Background: an optimization exercise with open tools, aiming at small area. Do not read the settings as production practice. Only simulation tests tie the RTL to the original design; equivalence was not proved. The flow treats the clock pin as an ideal source. Dropping or thinning the clock tree relies on that and would not hold on a real chip. No activity file was given, so power comes from the tool's default toggle rates.

==> build 61: inputs <==
==> flow/design.v (excerpt) <==
module reaction_game(
    input  wire clk,
    input  wire start_btn,
    input  wire resp_btn,
    input  wire reset_btn,
    output reg  [7:0] leds,
    output reg  [6:0] seg,
    output reg        dp,
    output reg  [7:0] an,
    output wire       piezo,
    output wire lcd_rs,
    output wire lcd_rw,
    output reg  lcd_e,
    output wire [7:0] lcd_data,
    output wire fc_r,
    output wire fc_g,
    output wire fc_b
);
parameter CLOCK_FREQ=8000;
parameter MS_TICKS=CLOCK_FREQ/1000;
reg [15:0] scan;
always @(posedge clk) begin
    if (reset_btn) scan <= 16'hFFFF;
    else           scan <= scan + 1'b1;
end
wire ms_tick = &scan[2:0];
localparam S_IDLE=3'd0, S_WAIT=3'd1, S_SIGNAL=3'd2, S_CAPTURE=3'd3, S_RESULT=3'd4, S_FALSE=3'd5;
reg [2:0] state, next_state;
reg       chg;          
wire st_idle   = (state == S_IDLE);
wire st_wait   = (state == S_WAIT);
wire st_signal = (state == S_SIGNAL);
wire st_result = (state == S_RESULT);
wire st_false  = (state == S_FALSE);
reg [3:0] d0, d1, d2, d3, d4;
reg       hi;
wire m500  = d3[1] | d3[0] | d2[3] | (d2[2] & (d2[1] | d2[0]));   
wire fast  = ~hi & (d4 == 0) & (d3 == 0);                  
  ...
export LEC_CHECK = 0
export CAP_MARGIN = 5
export CORE_MARGIN = 2
export CORE_UTILIZATION = 70
export GPL_TIMING_DRIVEN = 0
export PLACE_DENSITY = 0.9
export SLEW_MARGIN = 5
create_clock -name core_clock -period 45.0 [get_ports {clk}]
standard.sh (not shown) runs the stock make flow with config.mk's settings and CLKGATE_MAP_FILE= SYNTH_SCRIPT=/design/flow/synth_recipe.tcl, a recipe that flattens the netlist after the stock synthesis.
==> flow/flow/run.sh <==
#!/bin/bash
# The standard layout (standard.sh), with these changes:
#  - synthesis maps with area-oriented ABC scripts (flow/area*.abc), run
#    with several seeds keeping the smallest, and leaves adders to ABC
#    instead of fixed half/full-adder cells;
#    registers are inferred exactly as in the standard synthesis;
#  - port buffers are the smallest buffer, buf_1;
#  - after floorplan, flow/my_ties.tcl lets one tie cell drive a 0 and a 1;
#  - synthesis inserts no buffers between output ports (SYNTH_INSBUF=0):
#    the port buffers separate them anyway.
set -euo pipefail
HERE=$(pwd)
export MY_ABC_SCRIPTS="$HERE/flow/area.abc $HERE/flow/area2.abc"
export MY_ABC_SEEDS="1 2 3 4 5 6 7 8"
export SYNTH_INSBUF=0
export ADDER_MAP_FILE=
export ABC_AREA=1
export BUFFER_PORTS_ARGS="-buffer_cell sky130_fd_sc_hd__buf_1"
export PRE_CTS_TCL=$HERE/flow/my_cts.tcl
export POST_FLOORPLAN_TCL=$HERE/flow/my_ties.tcl
export POST_CTS_TCL=$HERE/flow/my_cts_check.tcl
export MY_CLK_BUF_BIG=sky130_fd_sc_hd__buf_16
export MY_CLK_SLEW_NS=0.110
export MY_CLK_K=4
export MY_CLK_BALANCE=1
export MY_CLK_BUF=sky130_fd_sc_hd__buf_12
export MY_CLK_ROOT=
sed -e "s#SYNTH_SCRIPT=[^ ]*synth_recipe.tcl#SYNTH_SCRIPT=$HERE/flow/my_synth.tcl#" standard.sh > my_standard.sh
grep -q "flow/my_synth.tcl" my_standard.sh
bash my_standard.sh > flow.log 2>&1
==> flow/flow/my_cts.tcl <==
# Clock buffering without TritonCTS (sourced as PRE_CTS_TCL): the clock sinks
# are split into MY_CLK_K groups by k-means on their positions, balanced to
# equal sizes (MY_CLK_BALANCE); each group gets one buffer
# (MY_CLK_BUF) at its centre, driven straight from the clock port.
proc my_clock_buffer {} {
  set block [ord::get_db_block]
  set db [ord::get_db]
  set clk_net [$block findNet clk]
  set master [$db findMaster $::env(MY_CLK_BUF)]
  set K $::env(MY_CLK_K)
  set sinks {}
  foreach it [$clk_net getITerms] {
    set loc [[$it getInst] getLocation]
    lappend sinks [list $it [lindex $loc 0] [lindex $loc 1]]
  }
  set n [llength $sinks]
  # initial centres: sinks spread by sorted order of x+y and y-x
  set order [lsort -real -index 1 $sinks]
  set cx {}; set cy {}
  for {set k 0} {$k < $K} {incr k} {
    set s [lindex $order [expr {int(($k + 0.5) * $n / $K)}]]
    lappend cx [lindex $s 1]; lappend cy [lindex $s 2]
  }
  for {set iter 0} {$iter < 50} {incr iter} {
    set asg {}
    foreach s $sinks {
      set best 0; set bd 1e30
      for {set k 0} {$k < $K} {incr k} {
        set d [expr {abs([lindex $s 1] - [lindex $cx $k]) + abs([lindex $s 2] - [lindex $cy $k])}]
        if {$d < $bd} { set bd $d; set best $k }
      }
      lappend asg $best
    }
    for {set k 0} {$k < $K} {incr k} { set sx($k) 0.0; set sy($k) 0.0; set sn($k) 0 }
    foreach s $sinks a $asg {
      set sx($a) [expr {$sx($a) + [lindex $s 1]}]; set sy($a) [expr {$sy($a) + [lindex $s 2]}]; incr sn($a)
    }
    for {set k 0} {$k < $K} {incr k} {
      if {$sn($k) > 0} { lset cx $k [expr {$sx($k) / $sn($k)}]; lset cy $k [expr {$sy($k) / $sn($k)}] }
    }
  }
  # balance: while some group has more than its share, move the member of
  # the largest group whose distance grows least to another group with room
  if {[info exists ::env(MY_CLK_BALANCE)] && $::env(MY_CLK_BALANCE)} {
    set cap [expr {int(ceil(double($n) / $K))}]
    for {set guard 0} {$guard < 1000} {incr guard} {
      set big -1; set bign 0
      for {set k 0} {$k < $K} {incr k} { if {$sn($k) > $bign} { set bign $sn($k); set big $k } }
      if {$bign <= $cap} break
      set bestd 1e30; set besti -1; set bestk -1
      set idx 0
      foreach s $sinks a $asg {
        if {$a == $big} {
          set d0 [expr {abs([lindex $s 1] - [lindex $cx $a]) + abs([lindex $s 2] - [lindex $cy $a])}]
          for {set k 0} {$k < $K} {incr k} {
            if {$k == $big || $sn($k) >= $cap} continue
            set d [expr {abs([lindex $s 1] - [lindex $cx $k]) + abs([lindex $s 2] - [lindex $cy $k]) - $d0}]
            if {$d < $bestd} { set bestd $d; set besti $idx; set bestk $k }
          }
        }
        incr idx
      }
      if {$besti < 0} break
      lset asg $besti $bestk
      incr sn($big) -1; incr sn($bestk)
    }
    for {set k 0} {$k < $K} {incr k} { set sx($k) 0.0; set sy($k) 0.0 }
    foreach s $sinks a $asg { set sx($a) [expr {$sx($a) + [lindex $s 1]}]; set sy($a) [expr {$sy($a) + [lindex $s 2]}] }
    for {set k 0} {$k < $K} {incr k} { if {$sn($k) > 0} { lset cx $k [expr {$sx($k) / $sn($k)}]; lset cy $k [expr {$sy($k) / $sn($k)}] } }
  }
  set drv_net $clk_net
  if {[info exists ::env(MY_CLK_ROOT)] && $::env(MY_CLK_ROOT) ne ""} {
    set rinst [odb::dbInst_create $block [$db findMaster $::env(MY_CLK_ROOT)] clkbuf_root]
    set drv_net [odb::dbNet_create $block clknet_root]
    $drv_net setSigType CLOCK
    [$rinst findITerm A] connect $clk_net
    [$rinst findITerm X] connect $drv_net
    set rx 0.0; set ry 0.0
    for {set k 0} {$k < $K} {incr k} { set rx [expr {$rx + [lindex $cx $k]}]; set ry [expr {$ry + [lindex $cy $k]}] }
    $rinst setLocation [expr {int($rx / $K)}] [expr {int($ry / $K)}]
    $rinst setPlacementStatus PLACED
  }
  for {set k 0} {$k < $K} {incr k} {
    if {$sn($k) == 0} continue
    set inst [odb::dbInst_create $block $master clkbuf_leaf_$k]
    set net [odb::dbNet_create $block clknet_leaf_$k]
    $net setSigType CLOCK
    [$inst findITerm A] connect $drv_net
    [$inst findITerm X] connect $net
    $inst setLocation [expr {int([lindex $cx $k])}] [expr {int([lindex $cy $k])}]
    $inst setPlacementStatus PLACED
    set net_of($k) $net
    puts "my_clock_buffer: $::env(MY_CLK_BUF) clkbuf_leaf_$k drives $sn($k) sinks"
  }
  foreach s $sinks a $asg {
    set it [lindex $s 0]
    $it disconnect
    $it connect $net_of($a)
  }
}

# Replace TritonCTS (which always builds a tree of at least 9 buffers here)
# by the buffering above. cts.tcl then legalizes, repairs timing as usual.
rename clock_tree_synthesis orig_clock_tree_synthesis
proc clock_tree_synthesis {args} {
  my_clock_buffer
  set_propagated_clock [all_clocks]
}
==> flow/flow/my_cts_check.tcl <==
proc my_clock_check {} {
  set db [ord::get_db]
  set block [ord::get_db_block]
  set big [$db findMaster $::env(MY_CLK_BUF_BIG)]
  set_propagated_clock [all_clocks]
  estimate_parasitics -placement
  set changed 0
  foreach inst [$block getInsts] {
    if {![string match "clkbuf_leaf_*" [$inst getName]]} continue
    set net [[$inst findITerm X] getNet]
    set worst 0.0
    foreach p [get_pins -of_objects [get_nets [$net getName]] -filter "direction==input"] {
      foreach prop {slew_max_rise slew_max_fall} {
        set v [get_property $p $prop]
        if {$v > $worst} { set worst $v }
      }
    }
    if {$worst > $::env(MY_CLK_SLEW_NS)} {
      $inst swapMaster $big
      incr changed
      puts "my_clock_check: [$inst getName] sink slew $worst ns, upsized to $::env(MY_CLK_BUF_BIG)"
    } else {
      puts "my_clock_check: [$inst getName] sink slew $worst ns"
    }
  }
  if {$changed} {
    detailed_placement
    estimate_parasitics -placement
  }
}
my_clock_check
Other scripts of this flow, unchanged in this note and not shown: flow/flow/area.abc, flow/flow/area2.abc, flow/flow/my_synth.tcl, flow/flow/my_ties.tcl
==> inputs of trial 17, as changes to build 61 <==
==> flow/flow/run.sh (replaced) <==
#!/bin/bash
# The standard layout (standard.sh), with these changes:
#  - synthesis maps with area-oriented ABC scripts (flow/area*.abc), run
#    with several seeds keeping the smallest, and leaves adders to ABC
#    instead of fixed half/full-adder cells;
#    registers are inferred exactly as in the standard synthesis;
#  - port buffers are the smallest buffer, buf_1;
#  - the clock is buffered by flow/my_cts.tcl: MY_CLK_K buffers, each
#    driving one group of nearby registers, driven from the clock port;
#  - after floorplan, flow/my_ties.tcl lets one tie cell drive a 0 and a 1.
set -euo pipefail
HERE=$(pwd)
export MY_ABC_SCRIPTS="$HERE/flow/area.abc $HERE/flow/area2.abc"
export MY_ABC_SEEDS="1 2 3 4 5 6 7 8"
export ADDER_MAP_FILE=
export ABC_AREA=1
export BUFFER_PORTS_ARGS="-buffer_cell sky130_fd_sc_hd__buf_1"
export PRE_CTS_TCL=$HERE/flow/my_cts.tcl
export POST_FLOORPLAN_TCL=$HERE/flow/my_ties.tcl
export MY_CLK_K=4
export MY_CLK_BUF=sky130_fd_sc_hd__buf_12
export MY_CLK_ROOT=
sed -e "s#SYNTH_SCRIPT=[^ ]*synth_recipe.tcl#SYNTH_SCRIPT=$HERE/flow/my_synth.tcl#" standard.sh > my_standard.sh
grep -q "flow/my_synth.tcl" my_standard.sh
bash my_standard.sh > flow.log 2>&1
--- a/flow/flow/my_cts.tcl
+++ b/flow/flow/my_cts.tcl
@@ -1,6 +1,5 @@
-# Clock buffering without TritonCTS (sourced as PRE_CTS_TCL): the clock sinks
-# are split into MY_CLK_K groups by k-means on their positions, balanced to
-# equal sizes (MY_CLK_BALANCE); each group gets one buffer
+# Clock buffering without TritonCTS (sourced as PRE_CTS_TCL): the clock sinks are split into
+# MY_CLK_K groups by k-means on their positions; each group gets one buffer
 # (MY_CLK_BUF) at its centre, driven straight from the clock port.
 proc my_clock_buffer {} {
   set block [ord::get_db_block]
@@ -38,35 +37,6 @@
     for {set k 0} {$k < $K} {incr k} {
       if {$sn($k) > 0} { lset cx $k [expr {$sx($k) / $sn($k)}]; lset cy $k [expr {$sy($k) / $sn($k)}] }
     }
-  }
-  # balance: while some group has more than its share, move the member of
-  # the largest group whose distance grows least to another group with room
-  if {[info exists ::env(MY_CLK_BALANCE)] && $::env(MY_CLK_BALANCE)} {
-    set cap [expr {int(ceil(double($n) / $K))}]
-    for {set guard 0} {$guard < 1000} {incr guard} {
-      set big -1; set bign 0
-      for {set k 0} {$k < $K} {incr k} { if {$sn($k) > $bign} { set bign $sn($k); set big $k } }
-      if {$bign <= $cap} break
-      set bestd 1e30; set besti -1; set bestk -1
-      set idx 0
-      foreach s $sinks a $asg {
-        if {$a == $big} {
-          set d0 [expr {abs([lindex $s 1] - [lindex $cx $a]) + abs([lindex $s 2] - [lindex $cy $a])}]
-          for {set k 0} {$k < $K} {incr k} {
-            if {$k == $big || $sn($k) >= $cap} continue
-            set d [expr {abs([lindex $s 1] - [lindex $cx $k]) + abs([lindex $s 2] - [lindex $cy $k]) - $d0}]
-            if {$d < $bestd} { set bestd $d; set besti $idx; set bestk $k }
-          }
-        }
-        incr idx
-      }
-      if {$besti < 0} break
-      lset asg $besti $bestk
-      incr sn($big) -1; incr sn($bestk)
-    }
-    for {set k 0} {$k < $K} {incr k} { set sx($k) 0.0; set sy($k) 0.0 }
-    foreach s $sinks a $asg { set sx($a) [expr {$sx($a) + [lindex $s 1]}]; set sy($a) [expr {$sy($a) + [lindex $s 2]}] }
-    for {set k 0} {$k < $K} {incr k} { if {$sn($k) > 0} { lset cx $k [expr {$sx($k) / $sn($k)}]; lset cy $k [expr {$sy($k) / $sn($k)}] } }
   }
   set drv_net $clk_net
   if {[info exists ::env(MY_CLK_ROOT)] && $::env(MY_CLK_ROOT) ne ""} {
--- a/flow/config.mk
+++ b/flow/config.mk
@@ -8,6 +8,5 @@
 export CAP_MARGIN = 5
 export CORE_MARGIN = 2
 export CORE_UTILIZATION = 70
-export GPL_TIMING_DRIVEN = 0
 export PLACE_DENSITY = 0.9
 export SLEW_MARGIN = 5
removed: flow/flow/my_cts_check.tcl
==> results.txt <==
Core Util, Final 75.4%; max incr delay on CP 0.39 ns; post-layout net count 603; Fmax 86.9 MHz; Post-DP Area 4310 um^2; cell count after synthesis 563; outcome finished clean; Period minus WS final 11.51 ns
[end of results for trial 17]
==> results.txt <==
Fillers 448; Period minus WS final 11.72 ns; max_cap viols 0; sequential share of power 46.6%; outcome finished clean; simple logic cell fraction of the synthesized area 29.2%; Die Wd 80.2 um; cell count after synthesis 552; combinational power 0.0819 mW; Fmax 85.3 MHz; internal power 0.131 mW; Post-DP Area 4290 um^2; Syn Std Cell Area 4070 um^2; max incr delay on CP 0.45 ns
[end of results for build 61]
In every run of this note, the design's own scripts or RTL, not TritonCTS, make the clock network.

[afterwards: timing with drivers on the ports]
The results above use ideal ports. As a check the final layouts listed here were re-extracted and re-timed, cells and wires unchanged. Step 1, drivers: a clkbuf_16 drives clk and a buf_2 each remaining input, both assumed. Step 2 adds t to the input delays and takes it off the output delays; t is the mean of the earliest and latest rising clock arrival at the registers after step 1. Input paths then give back, and output paths get back, about the clock's delay inside the block. Three values: no drivers, after step 1, after step 2; two values: the first two.
| run | t (ns) | slack for setup (ns) | worst slew at a driven data input, ns |
|---|---|---|---|
| build 61 | 0.203 | 33.277 / 33.195 / 33.397 | 0.04 |
| trial 17 | 0.207 | 33.487 / 33.401 / 33.608 | 0.03 |
After both steps setup and hold are still met in every run listed.
